From an optimization exercise on the open Yosys and OpenROAD flow, aimed at small area, a short achievable clock period and few clock cycles per item; shortcuts taken in it are not production practice.
The RTL was checked by simulation tests, not by an equivalence proof against the original design.
Power figures rest on the tool's default switching activity, not on a simulated workload.

==> flow/design.v <==
module lfgm_jdg (
  input wire    [2:0]         lo,
  input wire    [2:0]         hi,
  input wire                  mid,
  input wire                  ld_sel,
  input wire                  ld_bit,
  input wire                  step,
  input wire                  hold,                                                        
  output wire                 d_n
);
  logic         [1:0]         lo_sum;
  logic         [1:0]         hi_sum;
  logic                       nxt_gen_cell;
  lfgm_add3 lo_add ( .a ( lo[0] ), .b ( lo[1] ), .c ( lo[2] ), .sum ( lo_sum ) );
  lfgm_add3 hi_add ( .a ( hi[0] ), .b ( hi[1] ), .c ( hi[2] ), .sum ( hi_sum ) );
  assign nxt_gen_cell = ~hi_sum[1] & (hi_sum[0] ^ lo_sum[1]) & (lo_sum[0] | mid);
  lfgm_sel3n d_sel (
    .s0   ( ld_sel ), .d0 ( ld_bit ),
    .s1   ( step ),   .d1 ( nxt_gen_cell ),
    .s2   ( hold ),   .d2 ( mid ),
    .q_n  ( d_n )
  );
endmodule
module lfgm_add3 (
  input wire                  a,
  input wire                  b,
  input wire                  c,
  output wire   [1:0]         sum
);
  assign sum = a + b + c;
endmodule
module lfgm_add2 (
  input wire                  a,
  input wire                  b,
  output wire   [1:0]         sum
);
  assign sum = a + b;
endmodule
module lfgm_sel3n (
  input wire                  s0,
  input wire                  d0,
  input wire                  s1,
  input wire                  d1,
  input wire                  s2,
  input wire                  d2,
  output wire                 q_n
);
  assign q_n = ~((s0 & d0) | (s1 & d1) | (s2 & d2));
endmodule
module lfgm_add_h (
  input wire    [1:0]         h,                                                           
  input wire                  b,
  output wire   [1:0]         sum
);
  assign sum = {h[1] | (h[0] & b), h[0] ^ b};
endmodule
module lfgm_gen_ln #(
  parameter                   GP_COLS                       = 40
)(
  input wire    [GP_COLS-1:0] up,
  input wire    [GP_COLS-1:0] mid,
  input wire    [GP_COLS-1:0] dn,
  input wire                  ld_sel,
  input wire    [GP_COLS-1:0] ld_data,
  input wire                  step,
  output wire   [GP_COLS-1:0] d_n
);
  logic                       hold;
  assign hold  = ~(ld_sel | step);
  logic         [GP_COLS+1:0] w_up, w_mid, w_dn;
  assign w_up  = {1'b0, up,  1'b0};
  assign w_mid = {1'b0, mid, 1'b0};
  assign w_dn  = {1'b0, dn,  1'b0};
  logic         [1:0]         v [0:GP_COLS+1];
  logic         [1:0]         h [0:GP_COLS+1];
  genvar i;
  generate
    for(i = 0; i < GP_COLS + 2; i = i + 1) begin: col
      lfgm_add2 h_add ( .a ( w_up[i] ), .b ( w_dn[i] ), .sum ( h[i] ) );
      lfgm_add_h v_add ( .h ( h[i] ), .b ( w_mid[i] ), .sum ( v[i] ) );
    end
    for(i = 0; i < GP_COLS; i = i + 1) begin: jdg_block
      lfgm_jdg lfgm_jdg_inst (
        .lo           ( {v[i][0], h[i+1][0], v[i+2][0]} ),
        .hi           ( {v[i][1], h[i+1][1], v[i+2][1]} ),
        .mid          ( mid[i] ),
        .ld_sel       ( ld_sel ),
        .ld_bit       ( ld_data[i] ),
        .step         ( step ),
        .hold         ( hold ),
        .d_n          ( d_n[i] )
      );
    end
  endgenerate
endmodule
module lfgm_ctrl (
  input wire                  clk,
  input wire                  rst_n,
  input wire                  start_trg,
  output wire                 step,                                                        
  output wire                 phase,                                                       
  output reg                  parity,                                                      
  output wire                 busy
);
  logic                       busy_q;                                                      
  logic                       busy_nq;                                                     
  always_ff @( posedge clk, negedge rst_n ) begin
    if(~rst_n)
                              busy_q                        <= 1'b0;
    else
                              busy_q                        <= ~busy_q & start_trg;
  end
  always_ff @( posedge clk, negedge rst_n ) begin
    if(~rst_n)
                              busy_nq                       <= 1'b1;
    else
                              busy_nq                       <= ~(busy_nq & start_trg);
  end
  always_ff @( posedge clk, negedge rst_n ) begin
    if(~rst_n)
                              parity                        <= 1'b0;
    else
                              parity                        <= ~parity;
  end
  assign                      step                          = ~busy_nq | start_trg;
  assign                      phase                         = ~busy_nq;
  assign                      busy                          = busy_q;
endmodule
module lfgm_cram #(
  parameter                   GP_COLS                       = 40,
  parameter                   GP_ROWS                       = 30
)(
  input wire                  clock,
  input wire                  rst_n,
  input wire                  parity,
  input wire    [GP_COLS*GP_ROWS/2-1:0] lower_d_n,                                      
  output wire   [GP_COLS*GP_ROWS-1:0] slots,                                            
  output wire   [GP_ROWS/2-1:0] lower_ld_sel,                                           
  input wire                  ld_we,
  input wire    [4:0]         ld_row,
  input wire    [GP_COLS-1:0] ld_data,
  input wire    [4:0]         rd_row,
  output reg    [GP_COLS-1:0] rd_data
);
  localparam                  LP_HALF                       = GP_ROWS / 2;
  logic         [GP_COLS-1:0] mem_u [0:LP_HALF-1];                                         
  logic         [GP_COLS-1:0] mem_ln [0:LP_HALF-1];                                        
  logic         [GP_ROWS-1:0] rd_sel_v;
  logic         [GP_COLS-1:0] rd_mux;
  logic         [GP_ROWS:1]   ld_dec;
  logic         [GP_ROWS:1]   rd_dec;
  logic         [GP_COLS-1:0] ld_data_n;
  assign                      ld_data_n                     = ~ld_data;
  genvar i;
  generate
    for(i = 1; i <= GP_ROWS; i = i + 1) begin: dec
      assign                  ld_dec[i]                     = ld_we && (ld_row == i);
      assign                  rd_dec[i]                     = (rd_row == i);
    end
  endgenerate
  generate
    for(i = 0; i < GP_ROWS; i = i + 1) begin: word
      localparam              LP_ROW_P0                     = i + 1;                       
      localparam              LP_ROW_P1                     = (i + LP_HALF) % GP_ROWS + 1;  
      logic                   ld_sel;
      logic                   rd_sel;
      logic   [GP_COLS-1:0]   cells;
      assign                  ld_sel                        = parity ? ld_dec[LP_ROW_P0] : ld_dec[LP_ROW_P1];
      assign                  rd_sel                        = parity ? rd_dec[LP_ROW_P1] : rd_dec[LP_ROW_P0];
      if(i < LP_HALF) begin: upper
        logic [GP_COLS-1:0]   d;
        genvar                c;
        for(c = 0; c < GP_COLS; c = c + 1) begin: bit_c
          lfgm_mux2i d_mux ( .s ( ld_sel ), .a0 ( mem_ln[i][c] ), .a1 ( ld_data_n[c] ), .y ( d[c] ) );
        end
        always_ff @( posedge clock, negedge rst_n ) begin
          if(~rst_n)
                              mem_u[i]                      <= '0;
          else
                              mem_u[i]                      <= d;
        end
        assign                cells                         = mem_u[i];
      end
      else begin: lower
        always_ff @( posedge clock, negedge rst_n ) begin
          if(~rst_n)
                              mem_ln[i - LP_HALF]           <= '1;
          else
                              mem_ln[i - LP_HALF]           <= lower_d_n[(i - LP_HALF)*GP_COLS +: GP_COLS];
        end
        assign                cells                         = ~mem_ln[i - LP_HALF];
        assign                lower_ld_sel[i - LP_HALF]     = ld_sel;
      end
      assign                  slots[i*GP_COLS +: GP_COLS]   = cells;
      assign                  rd_sel_v[i]                   = rd_sel;
    end
  endgenerate
  generate
    for(i = 0; i < GP_COLS; i = i + 1) begin: rd_col
      logic   [LP_HALF-1:0]   col_u;
      logic   [LP_HALF-1:0]   col_ln;
      genvar                  r;
      for(r = 0; r < LP_HALF; r = r + 1) begin: bit_r
        assign                col_u[r]                      = mem_u[r][i];
        assign                col_ln[r]                     = mem_ln[r][i];
      end
      lfgm_rdsel rdsel (
        .sel_u  ( rd_sel_v[LP_HALF-1:0] ),
        .d_u    ( col_u ),
        .sel_ln ( ~rd_sel_v[GP_ROWS-1:LP_HALF] ),
        .d_ln   ( col_ln ),
        .q      ( rd_mux[i] )
      );
    end
  endgenerate
  always_ff @( posedge clock ) begin
                              rd_data                       <= rd_mux;
  end
endmodule
module lfgm_mux2i (
  input wire                  s,
  input wire                  a0,
  input wire                  a1,
  output wire                 y
);
  assign y = ~(s ? a1 : a0);
endmodule
module lfgm_rdsel (
  input wire    [14:0]        sel_u,
  input wire    [14:0]        d_u,
  input wire    [14:0]        sel_ln,
  input wire    [14:0]        d_ln,
  output wire                 q
);
  logic         [4:0]         u_n;
  logic         [7:0]         l;
  genvar k;
  generate
    for(k = 0; k < 5; k = k + 1) begin: triple
      lfgm_aoi222 u_tri ( .a0 ( sel_u[3*k] ),   .b0 ( d_u[3*k] ),
                          .a1 ( sel_u[3*k+1] ), .b1 ( d_u[3*k+1] ),
                          .a2 ( sel_u[3*k+2] ), .b2 ( d_u[3*k+2] ), .y ( u_n[k] ) );
    end
    for(k = 0; k < 7; k = k + 1) begin: pair
      lfgm_oai22 l_pair ( .a0 ( sel_ln[2*k] ), .b0 ( d_ln[2*k] ), .a1 ( sel_ln[2*k+1] ), .b1 ( d_ln[2*k+1] ), .y ( l[k] ) );
    end
  endgenerate
  lfgm_nor2  l_last ( .a ( sel_ln[14] ), .b ( d_ln[14] ), .y ( l[7] ) );
  assign q = ~&u_n | |l;
endmodule
module lfgm_aoi222 ( input wire a0, input wire b0, input wire a1, input wire b1, input wire a2, input wire b2, output wire y );
  assign y = ~((a0 & b0) | (a1 & b1) | (a2 & b2));
endmodule
module lfgm_aoi22 ( input wire a0, input wire b0, input wire a1, input wire b1, output wire y );
  assign y = ~((a0 & b0) | (a1 & b1));
endmodule
module lfgm_oai22 ( input wire a0, input wire b0, input wire a1, input wire b1, output wire y );
  assign y = ~((a0 | b0) & (a1 | b1));
endmodule
module lfgm_nand2 ( input wire a, input wire b, output wire y );
  assign y = ~(a & b);
endmodule
module lfgm_nor2 ( input wire a, input wire b, output wire y );
  assign y = ~(a | b);
endmodule
module lfgm_nand4 ( input wire a, input wire b, input wire c, input wire d, output wire y );
  assign y = ~(a & b & c & d);
endmodule
module lfgm_nor4 ( input wire a, input wire b, input wire c, input wire d, output wire y );
  assign y = ~(a | b | c | d);
endmodule
module lfgm_top (
  input wire                  clk,
  input wire                  rst_n,
  input wire                  start,                                                       
  output wire                 busy,
  input wire                  ld_we,
  input wire    [4:0]         ld_row,
  input wire    [39:0]        ld_data,
  input wire    [4:0]         rd_row,
  output wire   [39:0]        rd_data
);
  localparam                  LP_COLS                       = 40;
  localparam                  LP_ROWS                       = 30;
  localparam                  LP_HALF                       = LP_ROWS / 2;
  logic                       step;
  logic                       phase;
  logic                       parity;
  logic         [LP_COLS*LP_ROWS-1:0] slots;
  logic         [LP_COLS*LP_HALF-1:0] lower_d_n;
  logic         [LP_HALF-1:0] lower_ld_sel;
  logic         [LP_COLS-1:0] bnd;                                                         
  lfgm_ctrl lfgm_ctrl_inst (
    .clk        ( clk ),
    .rst_n      ( rst_n ),
    .start_trg  ( start ),
    .step       ( step ),
    .phase      ( phase ),
    .parity     ( parity ),
    .busy       ( busy )
  );
  lfgm_cram #(.GP_COLS(LP_COLS), .GP_ROWS(LP_ROWS))
    cell_ram (
    .clock        ( clk ),
    .rst_n        ( rst_n ),
    .parity       ( parity ),
    .lower_d_n    ( lower_d_n ),
    .slots        ( slots ),
    .lower_ld_sel ( lower_ld_sel ),
    .ld_we        ( ld_we ),
    .ld_row       ( ld_row ),
    .ld_data      ( ld_data ),
    .rd_row       ( rd_row ),
    .rd_data      ( rd_data )
  );
  always_ff @( posedge clk ) begin
    bnd <= parity ? slots[0 +: LP_COLS] : slots[(LP_HALF-1)*LP_COLS +: LP_COLS];
  end
  genvar j;
  generate
    for(j = 0; j < LP_HALF; j = j + 1) begin: row
      logic [LP_COLS-1:0] up, dn;
      if(j == 0)
        assign up = ~parity ? '0 : (phase ? bnd : slots[(LP_ROWS-1)*LP_COLS +: LP_COLS]);
      else
        assign up = slots[(j-1)*LP_COLS +: LP_COLS];
      if(j == LP_HALF-1)
        assign dn = parity ? '0 : (phase ? bnd : slots[LP_HALF*LP_COLS +: LP_COLS]);
      else
        assign dn = slots[(j+1)*LP_COLS +: LP_COLS];
      lfgm_gen_ln #(.GP_COLS(LP_COLS))
        lfgm_gen_ln_inst (
        .up       ( up ),
        .mid      ( slots[j*LP_COLS +: LP_COLS] ),
        .dn       ( dn ),
        .ld_sel   ( lower_ld_sel[j] ),
        .ld_data  ( ld_data ),
        .step     ( step ),
        .d_n      ( lower_d_n[j*LP_COLS +: LP_COLS] )
      );
    end
  endgenerate
endmodule
==> flow/flow/run.sh <==
#!/bin/bash
set -euo pipefail
SETUP_MARGIN=${SETUP_MARGIN:-6.4}
bash standard.sh SETUP_SLACK_MARGIN=$SETUP_MARGIN finish > standard_flow.log 2>&1
==> flow/standard.sh <==
#!/bin/bash
# synth_recipe.tcl (not shown) runs the flow's synth.tcl, then flattens the netlist and writes it again
# the make line also repeats each setting of config.mk as NAME=value (left out here)
make -C /OpenROAD-flow-scripts/flow DESIGN_CONFIG=/design/flow/config.mk WORK_HOME=/design/flow/orfs CLKGATE_MAP_FILE= SYNTH_SCRIPT=/design/flow/synth_recipe.tcl "${@:-finish}"
==> flow/config.mk <==
export PLATFORM = sky130hd
export DESIGN_NAME = lfgm_top
export DESIGN_NICKNAME = lfgm_top
export VERILOG_FILES = /design/flow/design.v
export SDC_FILE = /design/flow/constraint.sdc
export NUM_CORES = 4
export LEC_CHECK = 0
export CAP_MARGIN = 20
export CORE_MARGIN = 2
export CORE_UTILIZATION = 45
export PLACE_DENSITY = 0.55
export SLEW_MARGIN = 20
export SYNTH_HIERARCHICAL = 1
export SYNTH_MINIMUM_KEEP_SIZE = 0
==> flow/constraint.sdc <==
create_clock -name core_clock -period 10.0 [get_ports {clk}]
set_input_delay 2.0000 -clock core_clock [delete_from_list [all_inputs] [get_ports {clk}]]
set_output_delay 2.0000 -clock core_clock [all_outputs]
set_load 0.01 [all_outputs]
==> impl_metrics.ini, run 1 <==
[placed_design]
port_buffers = 94
dpl.hpwl_um = 295300
post-place-ws_ns = 3.720
gp_congestion = 0.9170
placed_cells = 11430

[flow_run]
max_cap_violations = 0

[floorplanning]
dieWidth_um = 488.2
dieHeight_um = 488.2
start_util_pct = 45.32
rows = 177
boundaryPins = 95
coreArea_sq_um = 232800
die_area_sq_um = 238300

[timing]
setup_ws_ns = 6.398
max_freq_ghz = 0.2776
slew_viol_final = 0
hold_violations = 0
max_slew.worst_pin.slew_ns = 1.226
relSlewSlack_pct = 18.28
setup_viol = 0
min_period_ns = 3.602
fin_skew_ns = 0.02602
period_share_pct = 36.02
fin_tns_setup_ns = 0
rsz0062_at_grt = yes

[synth]
syn_area_sq_um = 105500
syn_inst = 8061
ys_warn_count = 16
postSynthAreaPerCell_sq_um = 13.09

[clocking]
cts_made_buffers = 162
cts_root_buf = clkbuf_16
htreeDepth = 4
tritoncts = done
clock-sinks = 1283
cts_buffer_depth = 3
path_clk_slew_ns = 0.07
cts_hold_buffers = 0
clk_latency_ns = 0.85

[worst_setup_path]
crit_type = input port to flip-flop
startpoint_type = input port
crit_arrival_ns = 4.33
cp-end-kind = flip-flop
cp_data_required_time_ns = 10.72
worst-path-max-fanout = 40

[route]
wl_per_cell_um = 34.44
antenna_left = 0
firstDrtPassIters = 9
viasPerCell = 7.035
drt_iter0_markers = 12030
drt_wl_total_um = 406700
vias = 83080
remaining_drc_errors = 0

[pwr]
max-vdd-ir-drop_mv = 0.2251
p_leak_nw = 54.82
power.density_nw_per_um2 = 347.3

[final_layout]
nets = 11050
final_cell_mix = 1260 x ha_1, 1200 x fa_1, 880 x o22ai_1
fin_cells = 11810
drive_gt1_share_pct = 14.69
syn_to_final_growth_pct = 12.90
mostFrequentLayoutCell = ha_1

[global_routing]
grt_usage_pct = 33.90
grt_pass1_vias = 85750
antenna_found_initial = 3
grt_max_degree = 150
grt_pass1_wl_um = 594600
grt_overflow = 0

[hold_path]
min_path_type = flip-flop to flip-flop

[run_status]
status = no timing/DRC/antenna violations
-- cell type report --
class,instances,area [sq um]
Inverter,123,469.2
Sequential cell,1283,32480
Clock inverter,61,733.2
Timing Repair Buffer,282,3070
Fill cell,20020,113700
Tap cell,3132,3919
Clock buffer,243,4835
Multi-Input combinational cell,6682,73590
Antenna cell,3,7.507
-- routing by layer --
metal | part of all wire [%] | wire [um] | global-route usage, %
met1 | 42 | 169900 | 47.14
met2 | 45 | 183000 | 52.15
met4 | 4.1 | 16850 | 13.31
met5 | 0 | 0 | 0
met3 | 9.1 | 37000 | 6.600
-- power breakdown --
group / internal (W) / switching (W) / total (W)
clock: 0.00368 / 0.00257 / 0.00625
combinational: 0.0113 / 0.0134 / 0.0247
sequential: 0.00802 / 0.00243 / 0.0105
-- sequential cells by signal (all words and copies together) (netlist names) --
name and count:
cell_ram.mem_ln 600, cell_ram.mem_u 600, bnd 40, cell_ram.rd_data 40
lfgm_ctrl_inst.busy_nq 1, lfgm_ctrl_inst.busy_q 1, lfgm_ctrl_inst.parity 1
-- what timing repair did --
item	in CTS	in global routing
pin swaps	22	4
buffers inserted	53	4
gates cloned	10	2
setup endpoints to repair	1214	473
resized for setup	217	33
-- through the flow --
| step | power, W | util, % | area, sq um | hold WS (ns) |
|---|---|---|---|---|
| 5_1_grt | 0.04483 | 51.17 | 119100 | 0.5192 |
| 3_5_place_dp | 0.03454 | 48.21 | 112200 | 0.4759 |
| 4_1_cts | 0.04097 | 51.11 | 119000 | 0.5030 |
| 6_report | 0.04136 | 51.17 | 119100 | 0.5025 |
| 2_1_floorplan | 0.02758 | - | 105800 | 0.4482 |
| 3_3_place_gp | 0.03317 | 48.21 | 112200 | 0.4559 |
-- worst max-delay path, stage by stage --
cell      delay, ns
buf_2          0.23
or4bb_4        0.64
a21oi_4        0.23
buf_6          0.29
nor2_4         0.07
buf_6          0.26
a222oi_1       0.42
-- final timing paths --
path                                                      to  cells after the start                               from  slack, ns
hold reg to reg             cell_ram.mem_u[13][28]$_DFF_PN0_                      1  cell_ram.mem_ln[13][28]$_DFF_PN1_       0.50
setup reg to reg           cell_ram.mem_ln[14][24]$_DFF_PN1_                     11   lfgm_ctrl_inst.busy_nq$_DFF_PN1_       6.48
min in group asynchronous   cell_ram.mem_u[10][22]$_DFF_PN0_                      1                              rst_n       1.11
max in group asynchronous    cell_ram.mem_u[6][39]$_DFF_PN0_                      3                              rst_n       6.75
hold / removal              cell_ram.mem_u[13][28]$_DFF_PN0_                      1  cell_ram.mem_ln[13][28]$_DFF_PN1_       0.50
setup / recovery            cell_ram.mem_ln[0][38]$_DFF_PN1_                      7                          ld_row[1]       6.40
Testbench counts, summed over its fixed seeds: cycles 512, gens 256.
==> run 2: changes to the inputs <==
==> flow/flow/run.sh (replaced) <==
#!/bin/bash
set -euo pipefail
SETUP_MARGIN=${SETUP_MARGIN:-6.7}
bash standard.sh SETUP_SLACK_MARGIN=$SETUP_MARGIN finish > standard_flow.log 2>&1
==> impl_metrics.ini, run 2 <==
[clocking]
cts_buffer_depth = 3
htreeDepth = 4
cts_hold_buffers = 0
clock-sinks = 1283
clk_latency_ns = 0.86
cts_root_buf = clkbuf_16
cts_made_buffers = 162
path_clk_slew_ns = 0.06
tritoncts = done

[worst_setup_path]
crit_type = input port to flip-flop
startpoint_type = input port
reg2reg_slack_ns = 6.68
cp-end-kind = flip-flop
cp_data_required_time_ns = 10.72
rr_endpoint = cell_ram.mem_ln[14][25]$_DFF_PN1_
cp-startpoint = ld_we
rr_worst_depth = 11
r2r-start = lfgm_ctrl_inst.busy_nq$_DFF_PN1_
crit_arrival_ns = 4.10
worst-path-max-fanout = 40
endpoint = cell_ram.mem_ln[0][38]$_DFF_PN1_

[timing]
min_period_ns = 3.375
hold_ws_ns = 0.5036
hold_violations = 0
setup_ws_ns = 6.625
fin_skew_ns = 0.02967
fin_tns_setup_ns = 0
period_share_pct = 33.75
slew_viol_final = 0
setup_viol = 0
max_slew.worst_pin.slew_ns = 1.115
max_freq_ghz = 0.2963
rsz0062_at_grt = yes
relSlewSlack_pct = 25.67

[floorplanning]
start_util_pct = 45.32
boundaryPins = 95
dieHeight_um = 488.2
die_area_sq_um = 238300
rows = 177
coreArea_sq_um = 232800
dieWidth_um = 488.2

[route]
drt_iter0_markers = 12620
firstDrtPassIters = 11
vias = 83840
drt_wl_total_um = 414000
antenna_left = 0
wl_per_cell_um = 34.96
viasPerCell = 7.079
remaining_drc_errors = 0

[placed_design]
port_buffers = 94
post-place-ws_ns = 3.720
dpl.hpwl_um = 295300
gp_congestion = 0.9170

[final_layout]
reg.largest.list = cell_ram.mem_ln: 600 flops, cell_ram.mem_u: 600 flops
drive_gt1_share_pct = 16.30
mostFrequentLayoutCell = ha_1
nets = 11080
syn_to_final_growth_pct = 13.95
final_cell_mix = 1260 x ha_1, 1200 x fa_1, 876 x o22ai_1

[run_status]
status = no timing/DRC/antenna violations

[pwr]
power.density_nw_per_um2 = 346.2
max-vdd-ir-drop_mv = 0.2286
p_leak_nw = 55.19

[flow_run]
max_cap_violations = 0

[global_routing]
antenna_found_initial = 6
grt_pass1_wl_um = 599400
grt_overflow = 0
grt_pass1_vias = 86050
grt_usage_pct = 34.27
grt_max_degree = 150

[hold_path]
min_path_type = flip-flop to flip-flop

[synth]
postSynthAreaPerCell_sq_um = 13.09
syn_inst = 8061
syn_area_sq_um = 105500
ys_warn_count = 16
run 2: changes by cell type in the layout (fill, tap and decap cells not counted), sizes merged, moves of 5 or more:
cell	change
dlygate4sd2	-33
clkdlybuf4s50	-5
clkdlybuf4s15	-5
clkbuf	+6
buf	+67
run 2: power breakdown:
| group | leakage, nW | switching [W] | internal, W | total, W |
|---|---|---|---|---|
| logic | 37.4 | 0.0135 | 0.0114 | 0.0249 |
| registers | 15.1 | 0.00245 | 0.00804 | 0.0105 |
| clock network | 2.73 | 0.00257 | 0.00368 | 0.00625 |
| total | 55.2 | 0.0185 | 0.0231 | 0.0416 |
run 2: metrics by stage:
step	cell area [sq um]	util, %	cells	power [W]
floorplan	105800	-	8136	0.02758
global placement	112200	48.21	11430	0.03317
detailed placement	112200	48.21	11430	0.03454
CTS	119600	51.40	11810	0.04108
global route	120200	51.64	11840	0.04502
finish	120200	51.65	11840	0.04162
run 2: layout make-up:
class / instances / area [sq um]
Timing Repair Buffer: 313 / 3891
Sequential cell: 1283 / 32560
Fill cell: 19880 / 112500
Multi-Input combinational cell: 6682 / 73790
Clock inverter: 61 / 733.2
Tap cell: 3132 / 3919
Clock buffer: 243 / 4835
Inverter: 123 / 478.0
Antenna cell: 6 / 15.01
run 2: how the worst min path moves through the flow:
stage	start	endpoint	slack (ns)	depth (start not counted)
2_1_floorplan	lfgm_ctrl_inst.busy_nq$_DFF_PN1_	lfgm_ctrl_inst.busy_nq$_DFF_PN1_	0.45	1
3_3_place_gp	lfgm_ctrl_inst.busy_q$_DFF_PN0_	lfgm_ctrl_inst.busy_q$_DFF_PN0_	0.46	1
3_5_place_dp	lfgm_ctrl_inst.busy_nq$_DFF_PN1_	lfgm_ctrl_inst.busy_nq$_DFF_PN1_	0.48	1
4_1_cts	cell_ram.mem_ln[11][25]$_DFF_PN1_	cell_ram.mem_u[11][25]$_DFF_PN0_	0.50	1
5_1_grt	cell_ram.mem_ln[5][36]$_DFF_PN1_	cell_ram.mem_u[5][36]$_DFF_PN0_	0.52	1
6_report	cell_ram.mem_ln[12][30]$_DFF_PN1_	cell_ram.mem_u[12][30]$_DFF_PN0_	0.50	1
run 2: critical path: stages:
cell and delay [ns]:
clkdlybuf4s15_2 0.26, or3b_4 0.50, buf_4 0.18, a21oi_4 0.19, buf_12 0.17, nor2_4 0.05
buf_12 0.21, a222oi_1 0.41
run 2: timing repair:
action,4_1_cts,5_1_grt
resized for setup,523,82
setup buffers,62,17
pin swaps,41,23
cloned,15,6
endpoints found under the setup margin,1281,703
run 2: routing by layer:
metal	share of wire, %	global-route usage [%]	up-vias
met3	9.8	6.503	763
met5	0	0	-
met4	4.6	14.59	0
met2	44	52.21	4776
met1	41	47.76	43950
li1	-	-	34350
==> run 3: changes to the inputs <==
--- a/flow/design.v
+++ b/flow/design.v
@@ -1,3 +1,5 @@
-module lfgm_jdg (
+module lfgm_jdg #(
+  parameter                   GP_EDGE                       = 0                            
+)(
   input wire    [2:0]         lo,
   input wire    [2:0]         hi,
@@ -12,6 +14,18 @@
   logic         [1:0]         hi_sum;
   logic                       nxt_gen_cell;
-  lfgm_add3 lo_add ( .a ( lo[0] ), .b ( lo[1] ), .c ( lo[2] ), .sum ( lo_sum ) );
-  lfgm_add3 hi_add ( .a ( hi[0] ), .b ( hi[1] ), .c ( hi[2] ), .sum ( hi_sum ) );
+  generate
+    if(GP_EDGE == 1) begin: right_edge
+      lfgm_add2 lo_add ( .a ( lo[1] ), .b ( lo[2] ), .sum ( lo_sum ) );
+      lfgm_add2 hi_add ( .a ( hi[1] ), .b ( hi[2] ), .sum ( hi_sum ) );
+    end
+    else if(GP_EDGE == 2) begin: left_edge
+      lfgm_add2 lo_add ( .a ( lo[0] ), .b ( lo[1] ), .sum ( lo_sum ) );
+      lfgm_add2 hi_add ( .a ( hi[0] ), .b ( hi[1] ), .sum ( hi_sum ) );
+    end
+    else begin: inner
+      lfgm_add3 lo_add ( .a ( lo[0] ), .b ( lo[1] ), .c ( lo[2] ), .sum ( lo_sum ) );
+      lfgm_add3 hi_add ( .a ( hi[0] ), .b ( hi[1] ), .c ( hi[2] ), .sum ( hi_sum ) );
+    end
+  endgenerate
   assign nxt_gen_cell = ~hi_sum[1] & (hi_sum[0] ^ lo_sum[1]) & (lo_sum[0] | mid);
   lfgm_sel3n d_sel (
@@ -53,5 +67,12 @@
   output wire   [1:0]         sum
 );
-  assign sum = {h[1] | (h[0] & b), h[0] ^ b};
+  lfgm_xor2 sum0 ( .a ( h[0] ), .b ( b ), .y ( sum[0] ) );
+  lfgm_ao21 sum1 ( .a0 ( h[0] ), .a1 ( b ), .b ( h[1] ), .y ( sum[1] ) );
+endmodule
+module lfgm_xor2 ( input wire a, input wire b, output wire y );
+  assign y = a ^ b;
+endmodule
+module lfgm_ao21 ( input wire a0, input wire a1, input wire b, output wire y );
+  assign y = (a0 & a1) | b;
 endmodule
 module lfgm_gen_ln #(
@@ -76,10 +97,14 @@
   genvar i;
   generate
-    for(i = 0; i < GP_COLS + 2; i = i + 1) begin: col
+    assign v[0] = 2'd0;
+    assign h[0] = 2'd0;
+    assign v[GP_COLS+1] = 2'd0;
+    assign h[GP_COLS+1] = 2'd0;
+    for(i = 1; i <= GP_COLS; i = i + 1) begin: col
       lfgm_add2 h_add ( .a ( w_up[i] ), .b ( w_dn[i] ), .sum ( h[i] ) );
       lfgm_add_h v_add ( .h ( h[i] ), .b ( w_mid[i] ), .sum ( v[i] ) );
     end
     for(i = 0; i < GP_COLS; i = i + 1) begin: jdg_block
-      lfgm_jdg lfgm_jdg_inst (
+      lfgm_jdg #(.GP_EDGE((i == 0) ? 2 : (i == GP_COLS-1) ? 1 : 0)) lfgm_jdg_inst (
         .lo           ( {v[i][0], h[i+1][0], v[i+2][0]} ),
         .hi           ( {v[i][1], h[i+1][1], v[i+2][1]} ),
@@ -135,5 +160,7 @@
   input wire                  parity,
   input wire    [GP_COLS*GP_ROWS/2-1:0] lower_d_n,                                      
-  output wire   [GP_COLS*GP_ROWS-1:0] slots,                                            
+  output wire   [GP_COLS*GP_ROWS/2-1:0] upper_q,                                       
+  output wire   [GP_COLS-1:0] slot15_n,                                                   
+  output wire   [GP_COLS-1:0] slot29_n,                                                   
   output wire   [GP_ROWS/2-1:0] lower_ld_sel,                                           
   input wire                  ld_we,
@@ -165,5 +192,4 @@
       logic                   ld_sel;
       logic                   rd_sel;
-      logic   [GP_COLS-1:0]   cells;
       assign                  ld_sel                        = parity ? ld_dec[LP_ROW_P0] : ld_dec[LP_ROW_P1];
       assign                  rd_sel                        = parity ? rd_dec[LP_ROW_P1] : rd_dec[LP_ROW_P0];
@@ -180,5 +206,5 @@
                               mem_u[i]                      <= d;
         end
-        assign                cells                         = mem_u[i];
+        assign                upper_q[i*GP_COLS +: GP_COLS] = mem_u[i];
       end
       else begin: lower
@@ -189,8 +215,12 @@
                               mem_ln[i - LP_HALF]           <= lower_d_n[(i - LP_HALF)*GP_COLS +: GP_COLS];
         end
-        assign                cells                         = ~mem_ln[i - LP_HALF];
         assign                lower_ld_sel[i - LP_HALF]     = ld_sel;
+        if(i == LP_HALF) begin: first
+          assign              slot15_n                      = mem_ln[i - LP_HALF];
+        end
+        if(i == GP_ROWS - 1) begin: last
+          assign              slot29_n                      = mem_ln[i - LP_HALF];
+        end
       end
-      assign                  slots[i*GP_COLS +: GP_COLS]   = cells;
       assign                  rd_sel_v[i]                   = rd_sel;
     end
@@ -287,5 +317,7 @@
   logic                       phase;
   logic                       parity;
-  logic         [LP_COLS*LP_ROWS-1:0] slots;
+  logic         [LP_COLS*LP_HALF-1:0] slots;                                               
+  logic         [LP_COLS-1:0] slot15_n;
+  logic         [LP_COLS-1:0] slot29_n;
   logic         [LP_COLS*LP_HALF-1:0] lower_d_n;
   logic         [LP_HALF-1:0] lower_ld_sel;
@@ -306,5 +338,7 @@
     .parity       ( parity ),
     .lower_d_n    ( lower_d_n ),
-    .slots        ( slots ),
+    .upper_q      ( slots ),
+    .slot15_n     ( slot15_n ),
+    .slot29_n     ( slot29_n ),
     .lower_ld_sel ( lower_ld_sel ),
     .ld_we        ( ld_we ),
@@ -322,9 +356,9 @@
       logic [LP_COLS-1:0] up, dn;
       if(j == 0)
-        assign up = ~parity ? '0 : (phase ? bnd : slots[(LP_ROWS-1)*LP_COLS +: LP_COLS]);
+        assign up = ~parity ? '0 : (phase ? bnd : ~slot29_n);
       else
         assign up = slots[(j-1)*LP_COLS +: LP_COLS];
       if(j == LP_HALF-1)
-        assign dn = parity ? '0 : (phase ? bnd : slots[LP_HALF*LP_COLS +: LP_COLS]);
+        assign dn = parity ? '0 : (phase ? bnd : ~slot15_n);
       else
         assign dn = slots[(j+1)*LP_COLS +: LP_COLS];
==> flow/flow/run.sh (replaced) <==
#!/bin/bash
set -euo pipefail
SETUP_MARGIN=${SETUP_MARGIN:-6.6}
bash standard.sh SETUP_SLACK_MARGIN=$SETUP_MARGIN finish > standard_flow.log 2>&1
==> impl_metrics.ini, run 3 <==
[synth]
syn_area_sq_um = 102400
postSynthAreaPerCell_sq_um = 13.01
ys_warn_count = 18
syn_inst = 7876

[final_layout]
final_cell_mix = 1140 x fa_1, 880 x o22ai_1, 800 x a222oi_1
syn_to_final_growth_pct = 14.61
fin_cells = 11520
reg.largest.list = cell_ram.mem_ln: 600 flops, cell_ram.mem_u: 600 flops
nets = 10220
mostFrequentLayoutCell = fa_1
fill_cells = 19410
drive_gt1_share_pct = 17.51

[flow_run]
max_cap_violations = 0

[placed_design]
post-place-ws_ns = 4.066
dpl.hpwl_um = 302700
gp_congestion = 0.9394
port_buffers = 94
placed_cells = 11080

[clocking]
cts_made_buffers = 159
path_clk_slew_ns = 0.06
tritoncts = done
clk_latency_ns = 0.86
htreeDepth = 4
cts_root_buf = clkbuf_16
clock-sinks = 1283
cts_buffer_depth = 3

[timing]
slew_viol_final = 0
hold_ws_ns = 0.5061
hold_violations = 0
period_share_pct = 34.84
setup_viol = 0
rsz0062_at_grt = yes
fin_tns_setup_ns = 0
fin_skew_ns = 0.03232
max_slew.worst_pin.slew_ns = 1.193
min_period_ns = 3.484
max_freq_ghz = 0.2870
relSlewSlack_pct = 20.45
setup_ws_ns = 6.516

[route]
remaining_drc_errors = 0
drt_wl_total_um = 427200
vias = 84180
antenna_left = 0
wl_per_cell_um = 37.09
drt_iter0_markers = 14090
viasPerCell = 7.309
firstDrtPassIters = 12

[floorplanning]
dieWidth_um = 481.1
start_util_pct = 45.15
dieHeight_um = 481.1
boundaryPins = 95
rows = 175
die_area_sq_um = 231500
coreArea_sq_um = 226800

[run_status]
status = no timing/DRC/antenna violations

[global_routing]
grt_usage_pct = 36.16
grt_overflow = 0
grt_pass1_vias = 85500
antenna_found_initial = 12
grt_max_degree = 156
grt_pass1_wl_um = 611700

[worst_setup_path]
rr_worst_depth = 10
cp-end-kind = flip-flop
crit_arrival_ns = 4.23
startpoint_type = input port
crit_type = input port to flip-flop
cp_data_required_time_ns = 10.75
worst-path-max-fanout = 8

[pwr]
p_leak_nw = 56.72
max-vdd-ir-drop_mv = 0.2250
power.density_nw_per_um2 = 292.9

[hold_path]
min_path_type = flip-flop to flip-flop
whs_path_depth = 1
run 3: final cells by class:
type,instances,area [sq um],area share (%)
Timing Repair inverter,2,17.52,0.01492
Tap cell,3009,3765,3.207
Multi-Input combinational cell,6501,70880,60.37
Inverter,43,173.9,0.1481
Antenna cell,9,22.52,0.01918
Sequential cell,1283,32560,27.74
Timing Repair Buffer,372,4516,3.846
Clock inverter,69,882.1,0.7514
Clock buffer,229,4583,3.904
run 3: critical path, stage by stage:
cell and delay, ns:
buf_16 0.12, or3b_4 0.46, buf_6 0.15, o32ai_4 0.33, buf_12 0.17, buf_16 0.15
nor2_4 0.11, buf_12 0.18, clkbuf_16 0.19, a222oi_1 0.32
run 3: where the power goes:
part	total [W]	switching, W	internal (W)
sequential	0.00989	0.00217	0.00772
clock	0.00625	0.00261	0.00364
combinational	0.0183	0.0103	0.00793
total	0.0344	0.0151	0.0193
run 3: routing by layer:
layer  up-vias  wire length [um]  global-route usage (%)
met2      5222            185100                   53.34
li1      33930                 -                       -
met3       846             45630                   7.845
met5         -                13                       0
met1     44180            172900                   50.50
met4         2             23530                   17.45
run 3: what timing repair did:
| action | in CTS | in global routing |
|---|---|---|
| gates resized for setup | 469 | 110 |
| gates cloned | 19 | 9 |
| setup endpoints to repair | 1281 | 514 |
| hold buffers | 0 | 0 |
| buffers inserted | 75 | 31 |
| pin swaps | 48 | 28 |
run 3: worst paths after layout:
check | end | slack [ns] | from
max in group asynchronous | cell_ram.mem_u[12][10]$_DFF_PN0_ | 6.87 | rst_n
min in group asynchronous | cell_ram.mem_u[11][25]$_DFF_PN0_ | 1.10 | rst_n
hold reg to reg | cell_ram.mem_u[11][28]$_DFF_PN0_ | 0.51 | cell_ram.mem_ln[11][28]$_DFF_PN1_
setup / recovery | cell_ram.mem_ln[7][28]$_DFF_PN1_ | 6.52 | ld_row[1]
hold / removal | cell_ram.mem_u[11][28]$_DFF_PN0_ | 0.51 | cell_ram.mem_ln[11][28]$_DFF_PN1_
setup reg to reg | cell_ram.mem_ln[0][11]$_DFF_PN1_ | 6.66 | lfgm_ctrl_inst.busy_nq$_DFF_PN1_
run 3: metrics by stage:
| step | util [%] | instance area (sq um) | total power [W] |
|---|---|---|---|
| 5_1_grt | 51.74 | 117400 | 0.03672 |
| 4_1_cts | 51.34 | 116500 | 0.03386 |
| 2_1_floorplan | - | 102400 | 0.02221 |
| 6_report | 51.75 | 117400 | 0.03439 |
| 3_3_place_gp | 48.01 | 108900 | 0.02646 |
| 3_5_place_dp | 48.03 | 109000 | 0.02741 |
Testbench counts of run 3, summed over its fixed seeds: cycles 512, gens 256.
==> run 4: changes to the inputs <==
--- a/flow/design.v
+++ b/flow/design.v
@@ -175,23 +175,17 @@
   logic         [GP_ROWS-1:0] rd_sel_v;
   logic         [GP_COLS-1:0] rd_mux;
-  logic         [GP_ROWS:1]   ld_dec;
-  logic         [GP_ROWS:1]   rd_dec;
+  logic         [GP_ROWS-1:0] ld_sel_v;                                                    
+  logic         [GP_ROWS-1:0] rd_sel_q;                                                    
   logic         [GP_COLS-1:0] ld_data_n;
   assign                      ld_data_n                     = ~ld_data;
   genvar i;
-  generate
-    for(i = 1; i <= GP_ROWS; i = i + 1) begin: dec
-      assign                  ld_dec[i]                     = ld_we && (ld_row == i);
-      assign                  rd_dec[i]                     = (rd_row == i);
-    end
-  endgenerate
+  lfgm_dec #(.GP_ROWS(GP_ROWS)) ld_dec ( .en ( ld_we ), .row ( ld_row ), .flip ( ~parity ), .sel ( ld_sel_v ) );
+  lfgm_dec #(.GP_ROWS(GP_ROWS)) rd_dec ( .en ( 1'b1 ),  .row ( rd_row ), .flip ( parity ),  .sel ( rd_sel_q ) );
   generate
     for(i = 0; i < GP_ROWS; i = i + 1) begin: word
-      localparam              LP_ROW_P0                     = i + 1;                       
-      localparam              LP_ROW_P1                     = (i + LP_HALF) % GP_ROWS + 1;  
       logic                   ld_sel;
       logic                   rd_sel;
-      assign                  ld_sel                        = parity ? ld_dec[LP_ROW_P0] : ld_dec[LP_ROW_P1];
-      assign                  rd_sel                        = parity ? rd_dec[LP_ROW_P1] : rd_dec[LP_ROW_P0];
+      assign                  ld_sel                        = ld_sel_v[i];
+      assign                  rd_sel                        = rd_sel_q[i];
       if(i < LP_HALF) begin: upper
         logic [GP_COLS-1:0]   d;
@@ -300,4 +294,38 @@
   assign y = ~(a | b | c | d);
 endmodule
+module lfgm_dec #(
+  parameter                   GP_ROWS                       = 30
+)(
+  input wire                  en,
+  input wire    [4:0]         row,
+  input wire                  flip,
+  output wire   [GP_ROWS-1:0] sel
+);
+  localparam                  LP_HALF                       = GP_ROWS / 2;
+  logic         [3:0]         hi_f;                                                        
+  logic         [3:0]         hi_n;                                                        
+  logic         [7:0]         lo;                                                          
+  lfgm_pdec2 hi_f_dec ( .en ( flip ),  .a ( row[4:3] ), .y ( hi_f ) );
+  lfgm_pdec2 hi_n_dec ( .en ( ~flip ), .a ( row[4:3] ), .y ( hi_n ) );
+  lfgm_pdec3 lo_dec   ( .en ( en ),    .a ( row[2:0] ), .y ( lo ) );
+  genvar s;
+  generate
+    for(s = 0; s < GP_ROWS; s = s + 1) begin: slot
+      localparam              LP_ROW_N                      = s + 1;                       
+      localparam              LP_ROW_F                      = (s + LP_HALF) % GP_ROWS + 1;  
+      lfgm_ao22 sel_ao ( .a0 ( hi_n[LP_ROW_N / 8] ), .a1 ( lo[LP_ROW_N % 8] ),
+                         .b0 ( hi_f[LP_ROW_F / 8] ), .b1 ( lo[LP_ROW_F % 8] ), .y ( sel[s] ) );
+    end
+  endgenerate
+endmodule
+module lfgm_pdec2 ( input wire en, input wire [1:0] a, output wire [3:0] y );
+  assign y = {4{en}} & (4'd1 << a);
+endmodule
+module lfgm_pdec3 ( input wire en, input wire [2:0] a, output wire [7:0] y );
+  assign y = {8{en}} & (8'd1 << a);
+endmodule
+module lfgm_ao22 ( input wire a0, input wire a1, input wire b0, input wire b1, output wire y );
+  assign y = (a0 & a1) | (b0 & b1);
+endmodule
 module lfgm_top (
   input wire                  clk,
==> flow/flow/run.sh (replaced) <==
#!/bin/bash
set -euo pipefail
SETUP_MARGIN=${SETUP_MARGIN:-6.9}
bash standard.sh SETUP_SLACK_MARGIN=$SETUP_MARGIN finish > standard_flow.log 2>&1
==> impl_metrics.ini, run 4 <==
[clocking]
cts_made_buffers = 162
tritoncts = done
clk_latency_ns = 0.87
cts_buffer_depth = 3
path_clk_slew_ns = 0.06
cts_root_buf = clkbuf_16
clock-sinks = 1283
htreeDepth = 4

[worst_setup_path]
cp-end-kind = flip-flop
cp-startpoint = rd_row[2]
r2r-start = lfgm_ctrl_inst.busy_nq$_DFF_PN1_
rr_endpoint = cell_ram.mem_ln[0][21]$_DFF_PN1_
crit_type = input port to flip-flop
cp_data_required_time_ns = 10.74
worst-path-max-fanout = 8
startpoint_type = input port
endpoint = cell_ram.rd_data[9]$_DFF_P_
crit_arrival_ns = 4.14
rr_worst_depth = 12
reg2reg_slack_ns = 6.72

[global_routing]
antenna_found_initial = 24
grt_usage_pct = 39.67
grt_max_degree = 152
grt_pass1_vias = 87420
grt_pass1_wl_um = 657300
grt_overflow = 0

[timing]
min_period_ns = 3.399
slew_viol_final = 0
rsz0062_at_grt = yes
max_freq_ghz = 0.2942
fin_tns_setup_ns = 0
fin_skew_ns = 0.05285
relSlewSlack_pct = 24.12
period_share_pct = 33.99
max_slew.worst_pin.slew_ns = 1.138
setup_viol = 0
hold_violations = 0

[flow_run]
max_cap_violations = 0

[final_layout]
final_cell_mix = 1131 x fa_1, 826 x o22ai_1, 800 x a222oi_1
nets = 10410
mostFrequentLayoutCell = fa_1
reg.largest.list = cell_ram.mem_ln: 600 flops, cell_ram.mem_u: 600 flops
syn_to_final_growth_pct = 20.78
post-route-util_pct = 54.49
drive_gt1_share_pct = 24.01

[placed_design]
port_buffers = 94
dpl.hpwl_um = 291200
gp_congestion = 0.9247

[synth]
postSynthAreaPerCell_sq_um = 13.05
syn_inst = 7840
syn_area_sq_um = 102300
ys_warn_count = 18

[route]
antenna_left = 0
viasPerCell = 7.486
drt_iter0_markers = 14080
drt_wl_total_um = 470000
vias = 87900
firstDrtPassIters = 14
remaining_drc_errors = 0
wl_per_cell_um = 40.03

[floorplanning]
boundaryPins = 95
dieWidth_um = 480.9
coreArea_sq_um = 226800
start_util_pct = 45.12
rows = 175
dieHeight_um = 480.9
die_area_sq_um = 231300

[pwr]
p_leak_nw = 59.38
max-vdd-ir-drop_mv = 0.1817
power.density_nw_per_um2 = 291.0
power_w = 0.03598

[run_status]
status = no timing/DRC/antenna violations

[hold_path]
min_path_type = flip-flop to flip-flop
## run 4: metrics by stage
step	cells	worst slack [ns]	cell area [sq um]	hold WS, ns
after global routing	11720	6.596	123600	0.5084
after detailed placement	11040	4.378	108200	0.4724
final	11740	6.601	123600	0.4900
after global placement	11030	4.364	108100	0.4638
after CTS	11610	6.577	120400	0.4781
after floorplan	7847	2.521	102400	0.4482
## run 4: worst min path at each step
stage,from,cells past startpoint,slack (ns),end
floorplan,lfgm_ctrl_inst.busy_nq$_DFF_PN1_,1,0.45,lfgm_ctrl_inst.busy_nq$_DFF_PN1_
global placement,lfgm_ctrl_inst.busy_q$_DFF_PN0_,1,0.46,lfgm_ctrl_inst.busy_q$_DFF_PN0_
detailed placement,lfgm_ctrl_inst.busy_q$_DFF_PN0_,1,0.47,lfgm_ctrl_inst.busy_q$_DFF_PN0_
CTS,cell_ram.mem_ln[7][22]$_DFF_PN1_,1,0.48,cell_ram.mem_u[7][22]$_DFF_PN0_
global route,cell_ram.mem_ln[11][4]$_DFF_PN1_,1,0.51,cell_ram.mem_u[11][4]$_DFF_PN0_
finish,cell_ram.mem_ln[7][22]$_DFF_PN1_,1,0.49,cell_ram.mem_u[7][22]$_DFF_PN0_
## run 4: area by class of cell
| cell class | count | area [sq um] |
|---|---|---|
| fill | 18680 | 103200 |
| multi-input combinational | 6491 | 73840 |
| sequential | 1283 | 32560 |
| timing repair buffer | 556 | 7506 |
| clock buffer | 254 | 4876 |
| tap | 3009 | 3765 |
| clock inverter | 51 | 563.0 |
| inverter | 60 | 331.6 |
| timing repair inverter | 5 | 87.58 |
| antenna | 33 | 82.58 |
## run 4: timing repair
item	in CTS	in global routing
pin swaps	361	398
gates resized for setup	907	436
buffers inserted	191	97
gates cloned	76	5
hold buffers	0	0
endpoints found under the setup margin	1510	1403
## run 4: critical path: stages
cell      delay [ns]
buf_8           0.09
buf_6           0.10
and4bb_4        0.23
a22o_4          0.28
buf_12          0.17
buf_16          0.18
a222oi_1        0.69
and4b_1         0.29
nand4_1         0.08
## run 4: routing by layer
metal / global-route usage [%] / vias to the layer above / wire length, um / share of wire, %
li1: - / 34330 / - / -
met1: 52.81 / 45940 / 179900 / 38
met2: 56.50 / 6356 / 197500 / 42
met3: 11.66 / 1269 / 57410 / 12
met4: 25.04 / 6 / 35060 / 7.5
met5: 0 / - / 175 / 0.037
## run 4: power by group
part | internal [W] | switching (W)
clock | 0.00356 | 0.00264
sequential | 0.00769 | 0.00225
combinational | 0.00888 | 0.0110
total | 0.0201 | 0.0158
Testbench counts of run 4, summed over its fixed seeds: cycles 512, gens 256.

[re-timing with driven ports]
The flow's constraints put no driver on any port. The routed layouts listed below were extracted and timed again, unchanged, in two steps.
Step 1, drivers: a clkbuf_16 drives clk and a buf_2 each remaining input, both assumed.
Step 2, shift: input delay + t, output delay - t, t = (earliest + latest rising clock arrival at the registers) / 2. This alone moves slack from input paths to output paths.
Three values: no drivers, after step 1, after step 2; two values: the first two.
run | t, ns | setup WS [ns] | worst setup path at the end | slew at the worst register clock pin (ns)
run 1 | 0.935 | 6.398 / 6.362 / 5.546 | input to register | 0.07 / 0.07
run 2 | 0.940 | 6.625 / 6.523 / 5.753 | input to register | 0.06 / 0.06
run 3 | 0.945 | 6.516 / 6.506 / 5.609 | input to register | 0.07 / 0.07
run 4 | 0.947 | 6.601 / 6.500 / 5.704 | input to register | 0.07 / 0.07
After both steps every run listed still meets setup and hold. For run 3, which loses most, drivers alone change the setup slack by -0.010 ns; drivers and shift together by -0.907 ns.
